This design comes from an exercise in tuning for small area and a short achievable clock period on the open sky130 flow, not from production work.
Function was checked by simulation only, so behaviour that the tests miss may differ from the original.
Power is estimated from default activity; no workload was simulated.

### flow/flow/run.sh
#!/bin/bash
# The standard layout, except that the input and output ports are
# buffered with the smallest buffer cell (buf_1) instead of the delay cell
# buffer_ports picks on its own. ORFS keeps each step's log under
# orfs/logs/; standard.sh's own output goes to standard_sh.log.
set -euo pipefail
export BUFFER_PORTS_ARGS="-buffer_cell sky130_fd_sc_hd__buf_1"
bash standard.sh > standard_sh.log 2>&1
### flow/standard.sh
#!/bin/bash
# synth_recipe.tcl (not shown) runs the flow's synth.tcl, then flattens the netlist and writes it again
# the make line also repeats each setting of config.mk as NAME=value (left out here)
make -C /OpenROAD-flow-scripts/flow DESIGN_CONFIG=/design/flow/config.mk WORK_HOME=/design/flow/orfs CLKGATE_MAP_FILE= SYNTH_SCRIPT=/design/flow/synth_recipe.tcl "${@:-finish}"
### flow/config.mk
export PLATFORM = sky130hd
export DESIGN_NAME = pipeline
export DESIGN_NICKNAME = pipeline
export VERILOG_FILES = /design/flow/design.v
export SDC_FILE = /design/flow/constraint.sdc
export NUM_CORES = 4
export LEC_CHECK = 0
export CAP_MARGIN = 20
export CORE_MARGIN = 2
export CORE_UTILIZATION = 30
export CTS_CLUSTER_DIAMETER = 80
export CTS_CLUSTER_SIZE = 22
export SETUP_SLACK_MARGIN = 5
export SLEW_MARGIN = 20
### flow/constraint.sdc
create_clock -name core_clock -period 9.0 [get_ports {clk}]
set_input_delay 1.8000 -clock core_clock [delete_from_list [all_inputs] [get_ports {clk}]]
set_output_delay 1.8000 -clock core_clock [all_outputs]
set_load 0.01 [all_outputs]
### flow/design.v
`timescale 1ns / 1ps
module pipeline(
		input wire clk,
		input wire rst,
		output wire [6:0] imem_addr,
		input wire [31:0] imem_data,
		output wire [6:0] dmem_addr,
		output wire [31:0] dmem_wdata,
		output wire dmem_we,
		input wire [31:0] dmem_rdata,
		output wire [1023:0] registros
		);
	reg [6:0]  pc;
	reg [5:0]  ir_op;        
	reg [25:0] ir_lo;        
	wire [31:0] ir = {ir_op, ir_lo};
	reg        ena_id;       
	reg        sq;           
	reg [31:0] r1_q, r2_q;
	reg        xa, ya, za, xb, yb;
	reg        s0, s1, q1, q2;
	reg        bothx, anyx;
	reg [31:0] a_ex;         
	reg [31:0] b_ex;         
	reg [31:0] d2_ex;        
	reg [4:0]  dst_ex;
	reg        cin_ex;       
	reg        f_sum_ex, f_and_ex, f_or_ex, f_xor_ex, f_nor_ex, f_slt_ex;
	reg        mem_write_ex, reg_write_ex, mem_to_reg_ex;
	reg [6:0]  alu_m_lo;
	reg [31:7] alu_m_hi;
	wire [31:0] alu_m = {alu_m_hi, alu_m_lo};
	reg [31:0] d2_m;
	reg [4:0]  dst_m;
	reg        mem_write_m, reg_write_m, mem_to_reg_m;
	reg [31:0] wd_wb;
	reg [4:0]  dst_wb;
	reg        reg_write_wb;
	reg [1023:0] rf;
	assign registros = rf;
	wire [31:0] rf0 = rf[31:0];
	wire [5:0] op = ir[31:26];
	wire [4:0] rs = ir[25:21];
	wire [4:0] rt = ir[20:16];
	wire [4:0] rd = ir[15:11];
	wire [3:0] ff = ir[3:0];
	reg stop;
	wire nop = sq | (op == 6'b111111);
	wire g = ena_id & ~stop & ~nop;
	wire is_load  = op[5] & ~op[4] & ~op[3];
	wire is_store = op[5] & ~op[4] &  op[3];
	wire is_i     = ~op[5] & ~op[4] & op[3];
	wire is_b     = ~op[5] & ~op[4] & ~op[3] & op[2] & ~op[1];
	wire is_r     = (op == 6'b000000);
	wire c_alu_src = is_load | is_store | is_i;
	wire c_aluop0  = is_b | is_i;
	wire c_aluop1  = is_r | is_i;
	wire c_aluop5  = op[3] & ~op[5];
	reg [2:0] oper;
	always @(*) begin
		if (c_aluop5) begin
			case (op[2:0])
				3'b010, 3'b011: oper = 3'b111;  
				3'b100:         oper = 3'b000;  
				3'b101:         oper = 3'b001;  
				3'b110:         oper = 3'b110;  
				default:        oper = 3'b010;  
			endcase
		end else begin
			oper[0] = (ff[0] | ff[3]) & c_aluop1;
			oper[1] = ~ff[2] | ~c_aluop1;
			oper[2] = (c_aluop1 & ff[1]) | c_aluop0;
		end
	end
	wire [2:0] oper_g = g ? oper : 3'b010;
	wire alu_src_g = g & c_alu_src;
	wire inv_g = (oper_g == 3'b110) | (oper_g == 3'b111);
	wire [31:0] kp0 = a_ex ^ b_ex;
	wire [31:0] kg0 = (a_ex & b_ex) | {31'd0, kp0[0] & cin_ex};
	wire [31:0] kp1 = kp0 & {kp0[30:0], 1'b0};
	wire [31:0] kg1 = kg0 | (kp0 & {kg0[30:0], 1'b0});
	wire [31:0] kp2 = kp1 & {kp1[29:0], 2'b0};
	wire [31:0] kg2 = kg1 | (kp1 & {kg1[29:0], 2'b0});
	wire [31:0] kp3 = kp2 & {kp2[27:0], 4'b0};
	wire [31:0] kg3 = kg2 | (kp2 & {kg2[27:0], 4'b0});
	wire [31:0] kp4 = kp3 & {kp3[23:0], 8'b0};
	wire [31:0] kg4 = kg3 | (kp3 & {kg3[23:0], 8'b0});
	wire [31:0] kg5 = kg4 | (kp4 & {kg4[15:0], 16'b0});
	wire [32:0] sum = {kg5[31], kp0 ^ {kg5[30:0], cin_ex}};
	wire [31:0] h = a_ex ^ b_ex;
	wire [31:0] logic_r =
		  ({32{f_and_ex}} & (a_ex & b_ex))
		| ({32{f_or_ex}}  & (a_ex | b_ex))
		| ({32{f_xor_ex}} & h)
		| ({32{f_nor_ex}} & ~(a_ex | b_ex));
	wire [31:0] alu =
		  ({32{f_sum_ex}} & sum[31:0])
		| logic_r
		| {31'd0, f_slt_ex & sum[32]};
	wire [31:0] e0 = ya ? alu_m : za ? wd_wb : rf0;
	wire [31:0] e1 = ({32{s0}} & e0) | ({32{s1}} & r1_q);
	wire [31:0] e2 = ({32{s0}} & e0) | ({32{s1}} & r2_q);
	wire [31:0] d1 = xa ? alu : e1;
	wire [31:0] d2 = xb ? alu : e2;
	wire [31:0] partner = ({32{q1}} & r1_q) | ({32{q2}} & r2_q);
	wire [31:0] ab_and = a_ex & b_ex;
	wire [31:0] ab_or = a_ex | b_ex;
	wire [31:0] u = h ^ {ab_and[30:0], cin_ex};
	wire [31:0] v = h ^ {ab_or[30:0], cin_ex};
	wire [31:0] p_lo = {partner[30:0], 1'b0};
	wire [31:0] ok = ~((p_lo & (partner ^ u)) | (~p_lo & (partner ^ v)));
	wire eq_sum = &ok;
	wire eq_logic = (logic_r == partner);
	wire eq_slt = (partner[31:1] == 31'd0) & (partner[0] == sum[32]);
	wire eq_alu = f_sum_ex ? eq_sum : f_slt_ex ? eq_slt : eq_logic;
	wire eq_early = (r1_q == r2_q);
	wire eq = bothx | (anyx ? eq_alu : eq_early);
	wire is_beq = (op == 6'b000100);
	wire is_bne = (op == 6'b000101);
	wire is_j   = (op == 6'b000010);
	wire t_eq = ~sq & (is_j | is_beq);
	wire t_ne = ~sq & (is_j | is_bne);
	wire [6:0] pc_inc = pc + 7'd1;
	wire [6:0] branch_pc = is_j ? ir[6:0] : pc_inc + ir[6:0];
	wire [31:0] sext = {{16{ir[15]}}, ir[15:0]};
	wire [31:0] b_other = (alu_src_g ? sext : e2) ^ {32{inv_g}};
	wire fwd_b = xb & ~alu_src_g;
	wire [31:0] wd_next = mem_to_reg_m ? dmem_rdata : alu_m;
	wire [4:0] ns = imem_data[25:21];
	wire [4:0] nt = imem_data[20:16];
	wire [4:0] dst_id = is_r ? rd : rt;
	wire rw_id = ena_id & ~nop & (is_load | is_r | is_i);
	wire xga = rw_id & (ns == dst_id);
	wire yga = reg_write_ex & (ns == dst_ex);
	wire zga = reg_write_m & (ns == dst_m);
	wire xgb = rw_id & (nt == dst_id);
	wire ygb = reg_write_ex & (nt == dst_ex);
	wire zgb = reg_write_m & (nt == dst_m);
	wire [31:0] we_wb = {31'd0, reg_write_wb} << dst_wb;
	wire [31:0] rs_sel = (stop ? (32'd1 << rs) : (32'd1 << ns)) & ~we_wb;
	wire [31:0] rt_sel = (stop ? (32'd1 << rt) : (32'd1 << nt)) & ~we_wb;
	wire bp1 = reg_write_wb & (stop ? (dst_wb == rs) : (dst_wb == ns));
	wire bp2 = reg_write_wb & (stop ? (dst_wb == rt) : (dst_wb == nt));
	wire y1 = stop ? xa : yga;
	wire z1 = stop ? ya : zga;
	wire y2 = stop ? xb : ygb;
	wire z2 = stop ? yb : zgb;
	reg  [31:0] rd1, rd2;
	integer k;
	always @(*) begin
		rd1 = {32{bp1}} & wd_wb;
		rd2 = {32{bp2}} & wd_wb;
		for (k = 0; k < 32; k = k + 1) begin
			rd1 = rd1 | (rf[32*k +: 32] & {32{rs_sel[k]}});
			rd2 = rd2 | (rf[32*k +: 32] & {32{rt_sel[k]}});
		end
	end
	wire [31:0] go1 = y1 ? alu : z1 ? wd_next : rd1;
	wire [31:0] go2 = y2 ? alu : z2 ? wd_next : rd2;
	wire s0x = rw_id & (dst_id == 5'd0);
	wire s0y = reg_write_ex & (dst_ex == 5'd0);
	wire s0z = reg_write_m & (dst_m == 5'd0);
	function [9:0] bundle(input bsq, input bxa, input bya, input bza, input bxb, input byb);
		begin
			bundle = {bsq, bxa, bya, bza, bxb, byb, bsq, ~bsq, ~bxa, bxa};
		end
	endfunction
	wire [9:0] bun_stop = bundle(sq, 1'b0, xa, ya, 1'b0, xb);
	wire [9:0] bun_sq = bundle(1'b1, s0x, s0y, s0z, s0x, s0y);
	wire [9:0] bun_go = bundle(1'b0, xga, yga, zga, xgb, ygb);
	wire [9:0] bun_next = stop ? bun_stop : eq ? (t_eq ? bun_sq : bun_go) : (t_ne ? bun_sq : bun_go);
	wire nx_any = stop ? 1'b0 : eq ? (t_eq ? s0x : xga | xgb) : (t_ne ? s0x : xga | xgb);
	wire nx_both = stop ? 1'b0 : eq ? (t_eq ? s0x : xga & xgb) : (t_ne ? s0x : xga & xgb);
	wire mtr_id = g & is_load;
	wire stop_sq = mtr_id & ~rt[0];
	wire stop_go = mtr_id & ((ns[0] ~^ rt[0]) | (nt[0] ~^ rt[0]));
	wire stop_next = ~stop & (eq ? (t_eq ? stop_sq : stop_go) : (t_ne ? stop_sq : stop_go));
	wire [6:0] pc_go = stop ? pc : pc_inc;
	wire [6:0] pc_br = stop ? pc : branch_pc;
	wire [6:0] pc_next = eq ? (t_eq ? pc_br : pc_go) : (t_ne ? pc_br : pc_go);
	always @(posedge clk or posedge rst) begin
		if (rst) begin
			pc <= 7'd0;
			stop <= 1'b0;
			ena_id <= 1'b0;
			sq <= 1'b1;
			xa <= 1'b0; ya <= 1'b0; za <= 1'b0; xb <= 1'b0; yb <= 1'b0;
			s0 <= 1'b0; s1 <= 1'b0; q1 <= 1'b0; q2 <= 1'b0;
			bothx <= 1'b0; anyx <= 1'b0;
			f_sum_ex <= 1'b0; f_and_ex <= 1'b0; f_or_ex <= 1'b0;
			f_xor_ex <= 1'b0; f_nor_ex <= 1'b0; f_slt_ex <= 1'b0;
			cin_ex <= 1'b0;
			mem_write_ex <= 1'b0; reg_write_ex <= 1'b0; mem_to_reg_ex <= 1'b0;
			d2_ex <= 32'd0;
			alu_m_lo <= 7'd0;
			d2_m <= 32'd0;
			mem_write_m <= 1'b0; reg_write_m <= 1'b0; mem_to_reg_m <= 1'b0;
			reg_write_wb <= 1'b0;
		end else begin
			pc <= pc_next;
			stop <= stop_next;
			if (!stop) ena_id <= 1'b1;
			{sq, xa, ya, za, xb, yb, s0, s1, q1, q2} <= bun_next;
			bothx <= nx_both;
			anyx <= nx_any;
			f_sum_ex <= (oper_g == 3'b010) | (oper_g == 3'b110);
			f_and_ex <= (oper_g == 3'b000);
			f_or_ex  <= (oper_g == 3'b001);
			f_xor_ex <= (oper_g == 3'b100);
			f_nor_ex <= (oper_g == 3'b101);
			f_slt_ex <= (oper_g == 3'b111);
			cin_ex <= inv_g;
			mem_write_ex <= g & is_store;
			reg_write_ex <= g & (is_load | is_r | is_i);
			mem_to_reg_ex <= g & is_load;
			d2_ex <= d2;
			alu_m_lo <= alu[6:0];
			d2_m <= d2_ex;
			mem_write_m <= mem_write_ex;
			reg_write_m <= reg_write_ex;
			mem_to_reg_m <= mem_to_reg_ex;
			reg_write_wb <= reg_write_m;
		end
	end
	always @(posedge clk) begin
		if (!stop) begin
			ir_op <= imem_data[31:26];
			ir_lo <= imem_data[25:0];
		end
		r1_q <= go1;
		r2_q <= go2;
		a_ex <= d1;
		b_ex <= fwd_b ? (alu ^ {32{inv_g}}) : b_other;
		dst_ex <= dst_id;
		alu_m_hi <= alu[31:7];
		dst_m <= dst_ex;
		wd_wb <= mem_to_reg_m ? dmem_rdata : alu_m;
		dst_wb <= dst_m;
	end
	reg rf_clear;
	always @(posedge clk or posedge rst)
		if (rst) rf_clear <= 1'b1;
		else rf_clear <= 1'b0;
	wire [31:0] we_oh = we_wb | {32{rf_clear}};
	wire [31:0] wdata = wd_wb & {32{~rf_clear}};
	integer w;
	always @(posedge clk)
		for (w = 0; w < 32; w = w + 1)
			if (we_oh[w]) rf[32*w +: 32] <= wdata;
	assign imem_addr = pc;
	assign dmem_addr = alu_m[6:0];
	assign dmem_wdata = d2_m;
	assign dmem_we = mem_write_m;
endmodule
==> results of run 1 <==
==> power breakdown <==
group	internal, mW	total [mW]	switching (mW)
logic	2.25	7.76	5.51
clock network	2.23	4.97	2.75
registers	8.53	11.0	2.49
total	13.0	23.8	10.7
==> how the worst max path moves through the flow <==
stage | start | end | slack (ns) | depth (start not counted)
after floorplan | imem_data[25] | r1_q[9]$_DFF_P_ | 5.00 | 10
final | reg_write_wb$_DFF_PP0_ | r2_q[3]$_DFF_P_ | 4.84 | 9
after detailed placement | imem_data[16] | r2_q[3]$_DFF_P_ | 3.01 | 10
after CTS | imem_data[16] | r2_q[3]$_DFF_P_ | 4.91 | 10
after global routing | imem_data[22] | r1_q[2]$_DFF_P_ | 4.89 | 12
after global placement | imem_data[16] | r2_q[9]$_DFF_P_ | 3.01 | 10
==> timing repair <==
action	4_1_cts	5_1_grt
resized for setup	110	66
endpoints found under the setup margin	97	78
pin swaps	24	18
setup buffers	38	26
cloned	1	0
==> through the flow <==
step           utilization, %  std cells  worst slack, ns  instance area, sq um  power [mW]
6_report                 36.6       8842             4.84                 75900        23.8
5_1_grt                  36.6       8824             4.89                 75800        23.9
4_1_cts                  36.3       8797             4.91                 75300        23.0
3_5_place_dp             34.3       8587             3.01                 71000        18.0
3_3_place_gp             34.2       8583             3.01                 70900        18.0
2_1_floorplan               -       4841             5.00                 62700        13.2
==> cells by family after synthesis <==
kind of cell | share of synthesized area (%)
AO/OA/AOI/OAI | 18.8
flip-flops | 61.4
AND/OR/NAND/NOR | 8.13
buffers and inverters | 3.02
XOR/XNOR | 3.24
multiplexers | 2.87
adder cells (fa/ha/maj) | 2.48
other | 0.00600
==> metal layers <==
| layer | track usage, % | vias up | routed length, microns |
|---|---|---|---|
| li1 | - | 21700 | - |
| met1 | 56.0 | 32190 | 180000 |
| met2 | 61.9 | 6937 | 196000 |
| met3 | 21.1 | 1901 | 77300 |
| met4 | 37.0 | 28 | 54200 |
| met5 | 0.987 | - | 476 |
==> worst max-delay path, delay by kind of cell, from the launching register on <==
kind                   cells  cell delay [ns]
AND/OR/NAND/NOR            4             1.62
AO/OA/AOI/OAI              4             1.24
flip-flops                 1             0.72
buffers and inverters      1             0.33
==> state kept, by name (all words and copies together), names as in the netlist, 5 cells and up <==
register / count
wd_wb: 32
dst_ex: 5
alu_m_lo: 7
d2_m: 32
d2_ex: 32
dst_m: 5
dst_wb: 5
ir_lo: 26
b_ex: 32
a_ex: 32
r2_q: 32
rf: 1024
pc: 7
ir_op: 6
alu_m_hi: 25
r1_q: 32
==> cells in the mapped netlist (106+ instances only) <==
master / n / area, sq um
xnor2_1: 140 / 1230
edfxtp_1: 1056 / 31700
a22o_1: 271 / 2370
clkbuf_1: 287 / 1080
nand2_1: 334 / 1250
a221oi_1: 325 / 2850
mux2i_1: 135 / 1350
dfxtp_1: 200 / 4000
a21oi_1: 119 / 596
nand4_1: 160 / 1000
a22oi_1: 448 / 3360
inv_1: 106 / 398
==> area by class of cell <==
| type | count | share of cell area, % |
|---|---|---|
| sequential | 1362 | 50.6 |
| multi-input combinational | 3009 | 31.0 |
| timing repair buffer | 1386 | 8.70 |
| tap | 2788 | 4.60 |
| clock buffer | 110 | 3.35 |
| clock inverter | 61 | 1.14 |
| inverter | 107 | 0.534 |
| antenna | 19 | 0.0627 |
==> impl_metrics.env, run 1 <==
export IMPL_status="timing/DRC/antenna clean"
export IMPL_reg2reg_depth=9
export IMPL_regToRegSetupSlack_ns=4.84
export IMPL_slew_viol_final=0
export IMPL_die_h_microns=460
export IMPL_finalHoldViolations=0
export IMPL_hold_path_class="reg2reg"
export IMPL_synth_edf_count=1056
export IMPL_hold_depth=0
export IMPL_start_kind="register"
export IMPL_row_count=167
export IMPL_cts_sinks=1362
export IMPL_grt_usage_pct=46.1
export IMPL_finalSetupViolCount=0
export IMPL_port_buffer_count=1136
export IMPL_max_slew_worst_pin_slew_ns=1.35
export IMPL_dr_pass1_iters=12
export IMPL_grt_pass1_vias=56107
export IMPL_yosysSeqAreaShare_pct=61.4
export IMPL_seq_area_sq_um=38400
export IMPL_final_layout_size_suffix_gt1_share_pct=11.5
export IMPL_first_iter_violations=13110
export IMPL_arrival_ns=4.80
export IMPL_synthCells=4841
export IMPL_finalCritPeriodShare_pct=46.2
export IMPL_die_area_sq_um=212000
export IMPL_post_drt_wl_per_cell_microns=57.5
export IMPL_layout_commonest_cell="buf_1"
export IMPL_crit_type="reg2reg"
export IMPL_tritoncts="yes"
export IMPL_syn_area_sq_um=62500
export IMPL_cts_root_buf="clkbuf_16"
export IMPL_drcViolationCount=0
export IMPL_worstHoldStart="d2_ex[30]$_DFF_PP0_"
export IMPL_synth_flop_cell="edfxtp_1"
export IMPL_setup_tns_ns=0
export IMPL_hold_slack_ns=0.352
export IMPL_vias_per_cell=7.10
export IMPL_grt_pass1_wl_microns=630000
export IMPL_skew_ns=0.0979
export IMPL_grt_max_degree=75
export IMPL_path_clk_slew_ns=0.09
export IMPL_final_nets=6134
export IMPL_rsz0062_at_grt="true"
export IMPL_drt_wl_total_microns=508000
export IMPL_post_dp_hpwl_microns=355000
export IMPL_drv_cap=0
export IMPL_ctsHoldBuffers=0
export IMPL_relSlewSlack_pct=9.92
export IMPL_min_to="d2_m[30]$_DFF_PP0_"
export IMPL_syn_avg_cell_area_sq_um=12.9
export IMPL_crit_chain="or4b_2 -> nor2_1 -> nor3_4 -> buf_4 -> a22o_1 -> a221oi_1 -> nand4_1 -> o32ai_4 -> o21ai_0"
export IMPL_place_congestion=1.05
export IMPL_final_cell_mix="buf_1, edfxtp_1, a22oi_1, nand2_1, a221oi_1"
export IMPL_r2r_end="r2_q[3]$_DFF_P_"
export IMPL_start_util_pct=30.2
export IMPL_required_ns=9.64
export IMPL_fin_crit_ns=4.16
export IMPL_nFillCells=20244
export IMPL_core_area_sq_um=207000
export IMPL_cp_end_kind="register"
export IMPL_h_tree_depth=3
export IMPL_reg2reg_from="reg_write_wb$_DFF_PP0_"
export IMPL_irDropWorstVdd_uv=170
export IMPL_synth_async_reset_ratio_pct=7.78
export IMPL_die_x_microns=460
export IMPL_cp_max_fo=22
export IMPL_grt_overflow=0
export IMPL_synth_cell_types=91
export IMPL_cpMaxStageDelayCell="or4b_2"
export IMPL_p_leak_nw=26.6
export IMPL_ys_ff_latch=1362
export IMPL_timing_fmax_mhz=240
export IMPL_clk_latency_ns=0.85
export IMPL_ys_warn_count=1
export IMPL_power_density_nw_per_um2=313
export IMPL_antenna_found_initial=42
export IMPL_cts_inserted_buffers=98
export IMPL_drtAntennaViolNets=0
export IMPL_synthToLayoutAreaGrowth_pct=21.5
export IMPL_design_portCount=1137
export IMPL_clock_path_buffers=3
export IMPL_synth_nets=5011
export IMPL_multiInputGateArea_sq_um=23500
export IMPL_vias=62756
export IMPL_max_stage_delay_ns=0.74
==> run 2: changes to the inputs <==
--- a/flow/config.mk
+++ b/flow/config.mk
@@ -9,3 +9,3 @@
 export CORE_MARGIN = 2
-export CORE_UTILIZATION = 30
+export CORE_UTILIZATION = 36
 export CTS_CLUSTER_DIAMETER = 80
==> impl_metrics.env, run 2 <==
export IMPL_status="timing/DRC/antenna clean"
export IMPL_drtAntennaViolNets=0
export IMPL_grt_max_degree=71
export IMPL_path_buf_inv=2
export IMPL_largest_register="rf"
export IMPL_row_count=152
export IMPL_start_kind="input port"
export IMPL_grt_pass1_wl_microns=605000
export IMPL_synth_edf_count=1056
export IMPL_dpl_instance_area_sq_um=70400
export IMPL_finalPower_mw=23.4
export IMPL_skew_ns=0.0924
export IMPL_grt_usage_pct=52.5
export IMPL_final_cell_mix="buf_1, edfxtp_1, a22oi_1, nand2_1, a221oi_1"
export IMPL_regToRegSetupSlack_ns=4.86
export IMPL_h_tree_depth=3
export IMPL_hold_path_class="reg2reg"
export IMPL_synth_async_reset_ratio_pct=7.78
export IMPL_yosys_cell_count_top_type="edfxtp_1"
export IMPL_cp_end_kind="register"
export IMPL_cts_sinks=1362
export IMPL_fin_crit_ns=4.23
export IMPL_hold_slack_ns=0.352
export IMPL_synth_top_cell_area_share_pct=50.8
export IMPL_synthTopCellsByCount="edfxtp_1, a22oi_1, nand2_1"
export IMPL_tritoncts="yes"
export IMPL_arrival_ns=4.91
export IMPL_cpMaxStageDelayCell="a222oi_1"
export IMPL_finalInstanceArea_sq_um=75000
export IMPL_die_area_sq_um=177000
export IMPL_finalCritPeriodShare_pct=47.0
export IMPL_path_clk_slew_ns=0.08
export IMPL_reg2reg_from="za$_DFF_PP0_"
export IMPL_cts_inserted_buffers=94
export IMPL_design_portCount=1137
export IMPL_ctsHoldBuffers=0
export IMPL_required_ns=9.68
export IMPL_yosysSeqAreaShare_pct=61.4
export IMPL_synth_flop_cell="edfxtp_1"
export IMPL_min_to="d2_m[7]$_DFF_PP0_"
export IMPL_place_congestion=1.10
export IMPL_start_util_pct=36.3
export IMPL_timing_fmax_mhz=236
export IMPL_slew_viol_final=0
export IMPL_ys_ff_latch=1362
export IMPL_max_stage_delay_ns=1.22
export IMPL_syn_avg_cell_area_sq_um=12.9
export IMPL_synth_area_leaders="edfxtp_1, dfxtp_1, a22oi_1, a221oi_1, dfrtp_1"
export IMPL_setup_tns_ns=0
export IMPL_ys_warn_count=1
export IMPL_vias=64432
export IMPL_layout_commonest_cell="buf_1"
export IMPL_crit_type="in2reg"
export IMPL_finalHoldViolations=0
export IMPL_first_iter_violations=14671
export IMPL_relSlewSlack_pct=5.72
export IMPL_die_x_microns=421
export IMPL_clk_latency_ns=0.84
export IMPL_vias_per_cell=7.71
export IMPL_synth_nets=5011
export IMPL_grt_overflow=0
export IMPL_dr_pass1_iters=19
export IMPL_synth_area_leader_cell="edfxtp_1"
export IMPL_crit_chain="buf_2 -> or3b_2 -> a21o_2 -> nor3_4 -> buf_6 -> a222oi_1 -> a21boi_0 -> nand4_1 -> o22ai_1 -> mux2i_1"
export IMPL_finalSetupViolCount=0
export IMPL_max_slew_worst_pin_slew_ns=1.41
export IMPL_r2r_end="b_ex[7]$_DFF_P_"
export IMPL_port_buffer_count=1136
export IMPL_post_dp_hpwl_microns=327000
export IMPL_antenna_found_initial=48
export IMPL_hold_depth=0
export IMPL_post_drt_wl_per_cell_microns=57.7
export IMPL_power_density_nw_per_um2=312
export IMPL_drt_wl_total_microns=482000
export IMPL_drcViolationCount=0
export IMPL_rsz0062_at_grt="true"
export IMPL_worstHoldStart="d2_ex[7]$_DFF_PP0_"
export IMPL_clock_path_buffers=3
export IMPL_final_nets=6105
export IMPL_core_area_sq_um=172000
export IMPL_synthToLayoutAreaGrowth_pct=20.0
export IMPL_drv_cap=0
export IMPL_syn_area_sq_um=62500
export IMPL_final_layout_size_suffix_gt1_share_pct=10.8
export IMPL_cts_root_buf="clkbuf_16"
export IMPL_largest_register_ffs=1024
export IMPL_synth_cell_types=91
export IMPL_grt_pass1_vias=57687
export IMPL_p_leak_nw=26.4
export IMPL_irDropWorstVdd_uv=163
export IMPL_cp_top_family="compound AO/OA/AOI/OAI gates"
export IMPL_synthCells=4841
export IMPL_reg2reg_depth=7
export IMPL_die_h_microns=421
export IMPL_cp_max_fo=32
-- run 2: worst reg2reg max path, delay by kind of cell, from the launching register on --
family | cells | cell delay (ns)
DFF | 1 | 0.82
AOI/OAI and AO/OA | 2 | 1.50
xor gates and xnor gates | 1 | 0.18
muxes | 2 | 0.57
buffers and inverters | 1 | 0.67
and+or+nand+nor | 1 | 0.26
-- run 2: cell type report --
class                   count  area (sq um)
clock inverters            52           759
repair buffers           1362          6460
diodes                     37          92.6
multi-input cells        3008         23500
fillers                 16120         96900
inverters                 107           405
well taps                2310          2890
flip-flops and latches   1362         38400
clock buffers             120          2520
-- run 2: cells by family (layout without fill, tap and decap cells) --
| family | count (synthesis) | in the layout | synth area share [%] |
|---|---|---|---|
| other | 1 | 38 | 0.00600 |
| DFF | 1362 | 1362 | 61.4 |
| muxes | 174 | 174 | 2.87 |
| xor gates and xnor gates | 231 | 231 | 3.24 |
| and+or+nand+nor | 992 | 992 | 8.13 |
| AOI/OAI and AO/OA | 1506 | 1506 | 18.8 |
| adders and majority gates | 104 | 104 | 2.48 |
| buffers and inverters | 471 | 1641 | 3.02 |
-- run 2: metrics by stage --
step	cells	setup WS (ns)	util, %
5_1_grt	8337	4.90	43.6
2_1_floorplan	4841	5.00	-
4_1_cts	8301	4.94	43.2
3_5_place_dp	8102	3.10	40.9
6_report	8358	4.77	43.6
3_3_place_gp	8097	3.10	40.9
-- run 2: worst max-delay path by stage --
stage                             to  slack (ns)  cells past startpoint       startpoint
floorplan            r1_q[9]$_DFF_P_        5.00                     10    imem_data[25]
global placement     r2_q[9]$_DFF_P_        3.10                     10    imem_data[16]
detailed placement   r2_q[7]$_DFF_P_        3.10                     11    imem_data[16]
CTS                 b_ex[29]$_DFF_P_        4.94                     12  a_ex[3]$_DFF_P_
global route        r1_q[13]$_DFF_P_        4.90                     10    imem_data[23]
finish              r1_q[13]$_DFF_P_        4.77                     10    imem_data[25]
-- run 2: what timing repair did --
| item | 4_1_cts | 5_1_grt |
|---|---|---|
| gates cloned | 0 | 0 |
| endpoints found under the setup margin | 94 | 81 |
| pin swaps | 24 | 15 |
| setup buffers | 27 | 16 |
| resized for setup | 91 | 68 |
-- run 2: where the power goes --
part	leakage [nW]	internal (mW)	switching (mW)	total, mW
registers	13.8	8.53	2.49	11.0
clock network	1.56	2.16	2.68	4.84
logic	11.0	2.23	5.29	7.52
-- run 2: layer usage --
| layer | global-route usage (%) | part of all wire (%) | vias to the layer above |
|---|---|---|---|
| met5 | 3.72 | 0.16 | - |
| met4 | 46.0 | 12 | 28 |
| met1 | 58.3 | 32 | 31989 |
| met2 | 69.2 | 38 | 8021 |
| li1 | - | - | 21684 |
| met3 | 32.2 | 18 | 2710 |
==> run 3: changes to the inputs <==
==> flow/flow/run.sh (replaced) <==
#!/bin/bash
# The standard layout, except that:
#  - the input and output ports are buffered with the smallest buffer cell
#    (buf_1) instead of the delay cell buffer_ports picks on its own;
set -euo pipefail
export BUFFER_PORTS_ARGS="-buffer_cell sky130_fd_sc_hd__buf_1"
bash standard.sh SETUP_SLACK_MARGIN=5.25 finish > standard_sh.log 2>&1
--- a/flow/config.mk
+++ b/flow/config.mk
@@ -9,6 +9,5 @@
 export CORE_MARGIN = 2
-export CORE_UTILIZATION = 36
+export CORE_UTILIZATION = 30
 export CTS_CLUSTER_DIAMETER = 80
 export CTS_CLUSTER_SIZE = 22
-export SETUP_SLACK_MARGIN = 5
 export SLEW_MARGIN = 20
==> impl_metrics.env, run 3 <==
export IMPL_multiInputGateArea_sq_um=24300
export IMPL_synth_top_family_by_area="compound AO/OA/AOI/OAI gates"
export IMPL_final_nets=6157
export IMPL_grt_max_degree=92
export IMPL_finalPower_mw=23.9
export IMPL_p_leak_nw=26.9
export IMPL_synth_top_cell_area_share_pct=50.8
export IMPL_die_x_microns=460
export IMPL_antenna_found_initial=55
export IMPL_path_clk_slew_ns=0.09
export IMPL_place_congestion=1.08
export IMPL_grt_use_met3_pct=25.6
export IMPL_skew_ns=0.103
export IMPL_largest_register="rf"
export IMPL_relSlewSlack_pct=11.2
export IMPL_drt_wl_total_microns=499000
export IMPL_grt_pass1_vias=56748
export IMPL_clk_latency_ns=0.86
export IMPL_die_h_microns=460
export IMPL_synth_area_leaders="edfxtp_1, dfxtp_1, a22oi_1, a221oi_1, dfrtp_1"
export IMPL_finalHoldViolations=0
export IMPL_arrival_ns=4.66
export IMPL_synth_area_leader_cell="edfxtp_1"
export IMPL_tritoncts="yes"
export IMPL_clock_path_buffers=3
export IMPL_synth_xor_area_share_pct=3.24
export IMPL_final_layout_size_suffix_gt1_share_pct=13.7
export IMPL_status="timing/DRC/antenna clean"
export IMPL_reg2reg_from="za$_DFF_PP0_"
export IMPL_irDropWorstVdd_uv=176
export IMPL_port_buffer_count=1136
export IMPL_yosys_cell_count_top_type="edfxtp_1"
export IMPL_largest_register_ffs=1024
export IMPL_crit_type="reg2reg"
export IMPL_timing_fmax_mhz=251
export IMPL_grt_busiest_layer="met2"
export IMPL_post_drt_wl_per_cell_microns=56.2
export IMPL_final_cell_mix="buf_1, edfxtp_1, a22oi_1, nand2_1, a221oi_1"
export IMPL_hold_path_class="reg2reg"
export IMPL_fin_util_pct=37.3
export IMPL_seq_area_sq_um=38400
export IMPL_cp_end_kind="register"
export IMPL_cts_inserted_buffers=96
export IMPL_cts_root_buf="clkbuf_16"
export IMPL_syn_area_sq_um=62500
export IMPL_worstHoldStart="d2_ex[19]$_DFF_PP0_"
export IMPL_syn_avg_cell_area_sq_um=12.9
export IMPL_h_tree_depth=3
export IMPL_synthCells=4841
export IMPL_synthTopCellsByCount="edfxtp_1, a22oi_1, nand2_1"
export IMPL_grt_overflow=0
export IMPL_start_kind="register"
export IMPL_required_ns=9.67
export IMPL_synth_adder_area_share_pct=2.48
export IMPL_ctsHoldBuffers=0
export IMPL_met2_usage_pct=59.3
export IMPL_drv_cap=0
export IMPL_vias_per_cell=7.14
export IMPL_grt_util_met1_pct=52.8
export IMPL_cp_max_fo=17
export IMPL_cpMaxStageDelayCell="o21ai_0"
export IMPL_synth_flop_cell="edfxtp_1"
export IMPL_synth_nets=5011
export IMPL_max_stage_delay_ns=0.84
export IMPL_yosysSeqAreaShare_pct=61.4
export IMPL_ys_ff_latch=1362
export IMPL_cpMostUsedCell="mux2i_1"
export IMPL_crit_start="za$_DFF_PP0_"
export IMPL_design_portCount=1137
export IMPL_max_slew_worst_pin_slew_ns=1.33
export IMPL_ys_warn_count=1
export IMPL_synthToLayoutAreaGrowth_pct=23.7
export IMPL_grt_pass1_wl_microns=621000
export IMPL_synth_simple_gate_area_share_pct=8.13
export IMPL_slew_viol_final=0
export IMPL_die_area_sq_um=212000
export IMPL_setup_tns_ns=0
export IMPL_post_dp_hpwl_microns=341000
export IMPL_synth_async_reset_ratio_pct=7.78
export IMPL_rsz0062_at_grt="true"
export IMPL_finalCritPeriodShare_pct=44.3
export IMPL_start_util_pct=30.2
export IMPL_synth_compound_area_share_pct=18.8
export IMPL_row_count=167
export IMPL_dr_pass1_iters=14
export IMPL_synth_cell_types=91
export IMPL_vias=63388
export IMPL_finalSetupViolCount=0
export IMPL_power_density_nw_per_um2=309
export IMPL_crit_chain="buf_4 -> mux2i_1 -> o21ai_0 -> nand2_1 -> a31oi_2 -> mux2i_1 -> xnor2_1"
export IMPL_drcViolationCount=0
export IMPL_grt_usage_pct=45.3
export IMPL_fin_crit_ns=3.99
export IMPL_cts_sinks=1362
export IMPL_drtAntennaViolNets=0
export IMPL_core_area_sq_um=207000
export IMPL_synth_edf_count=1056
export IMPL_nFillCells=20104
export IMPL_first_iter_violations=13919
export IMPL_hold_slack_ns=0.339
export IMPL_synth_area_mux_share_pct=2.87
export IMPL_layout_commonest_cell="buf_1"
## run 3: what timing repair did
item / in CTS / in global routing
setup buffers: 67 / 49
setup endpoints to repair: 127 / 118
gates cloned: 1 / 0
pin swaps: 54 / 44
resized for setup: 209 / 159
## run 3: logic make-up after synthesis
logic type / count (synthesis)
other: 1
AND/OR/NAND/NOR: 992
multiplexers: 174
adder cells (fa/ha/maj): 104
buffers and inverters: 471
XOR/XNOR: 231
flip-flops: 1362
AO/OA/AOI/OAI: 1506
## run 3: per-layer routing
| metal | vias up | routed length, microns |
|---|---|---|
| li1 | 21760 | - |
| met1 | 31843 | 172000 |
| met2 | 7430 | 188000 |
| met3 | 2309 | 82500 |
| met4 | 46 | 55900 |
| met5 | - | 1060 |
## run 3: through the flow
stage	setup slack (ns)	std cells	area (sq um)
final	5.01	8881	77300
after global routing	5.04	8856	77200
after detailed placement	3.34	8557	71100
after CTS	5.02	8797	76100
after global placement	3.36	8553	71000
after floorplan	5.10	4841	63700
## run 3: cell type report
cell class / count / share of cell area, %
flip-flops and latches: 1362 / 49.7
multi-input cells: 3009 / 31.5
repair buffers: 1411 / 9.30
clock buffers: 124 / 3.31
diodes: 32 / 0.104
well taps: 2788 / 4.52
clock inverters: 48 / 1.02
inverters: 107 / 0.525
## run 3: power by group
group | leakage, nW | internal [mW] | total [mW] | switching [mW]
Clock | 1.61 | 2.24 | 4.93 | 2.69
Combinational | 11.5 | 2.44 | 7.97 | 5.52
Sequential | 13.8 | 8.54 | 11.0 | 2.46
## run 3: worst max-delay path: cells and delay by family (launching register included)
kind                      cells  cell delay (ns)
muxes                         2             0.51
buffers and inverters         1             0.57
DFF                           1             0.83
xor gates and xnor gates      1             0.16
and+or+nand+nor               1             0.23
AOI/OAI and AO/OA             2             1.42
## run 3: path summary, 6_finish.rpt
kind,end,slack [ns],depth (start not counted)
setup / recovery,b_ex[7]$_DFF_P_,5.01,7
hold / removal,d2_m[19]$_DFF_PP0_,0.34,0
setup reg to reg,b_ex[7]$_DFF_P_,5.01,7
hold reg to reg,d2_m[19]$_DFF_PP0_,0.34,0
max in group asynchronous,d2_m[23]$_DFF_PP0_,6.59,4
min in group asynchronous,pc[0]$_DFF_PP0_,1.23,3

## separate check: timing with driven ports
How much do the figures lean on ideal ports? The routed layouts below were timed once more, with nothing changed but the port constraints. Step 1 assumes that a clkbuf_16 drives the clock port and a buf_2 every other input. Step 2 moves the port delays by t, midway between the first and last clock arrival at a register: inputs arrive t later, outputs are due t later. That takes back most of the time a late clock gives input paths. Slacks: no drivers / after step 1 / after step 2; pairs: no drivers / after step 1.
| run | t (ns) | slack for setup (ns) | worst setup path at the end | latest minus earliest clock arrival (ns) | cell pins on the clock port's net |
|---|---|---|---|---|---|
| run 1 | 0.896 | 4.838 / 4.838 / 3.999 | input to register | 0.098 / 0.098 | 1 |
| run 2 | 0.890 | 4.767 / 4.776 / 3.886 | input to register | 0.099 / 0.099 | 1 |
| run 3 | 0.906 | 5.013 / 5.013 / 4.121 | input to register | 0.113 / 0.113 | 1 |
After both steps setup and hold are still met in every run listed. For run 3, which loses most, drivers alone change the setup slack by 0.000 ns; drivers and shift together by -0.892 ns.
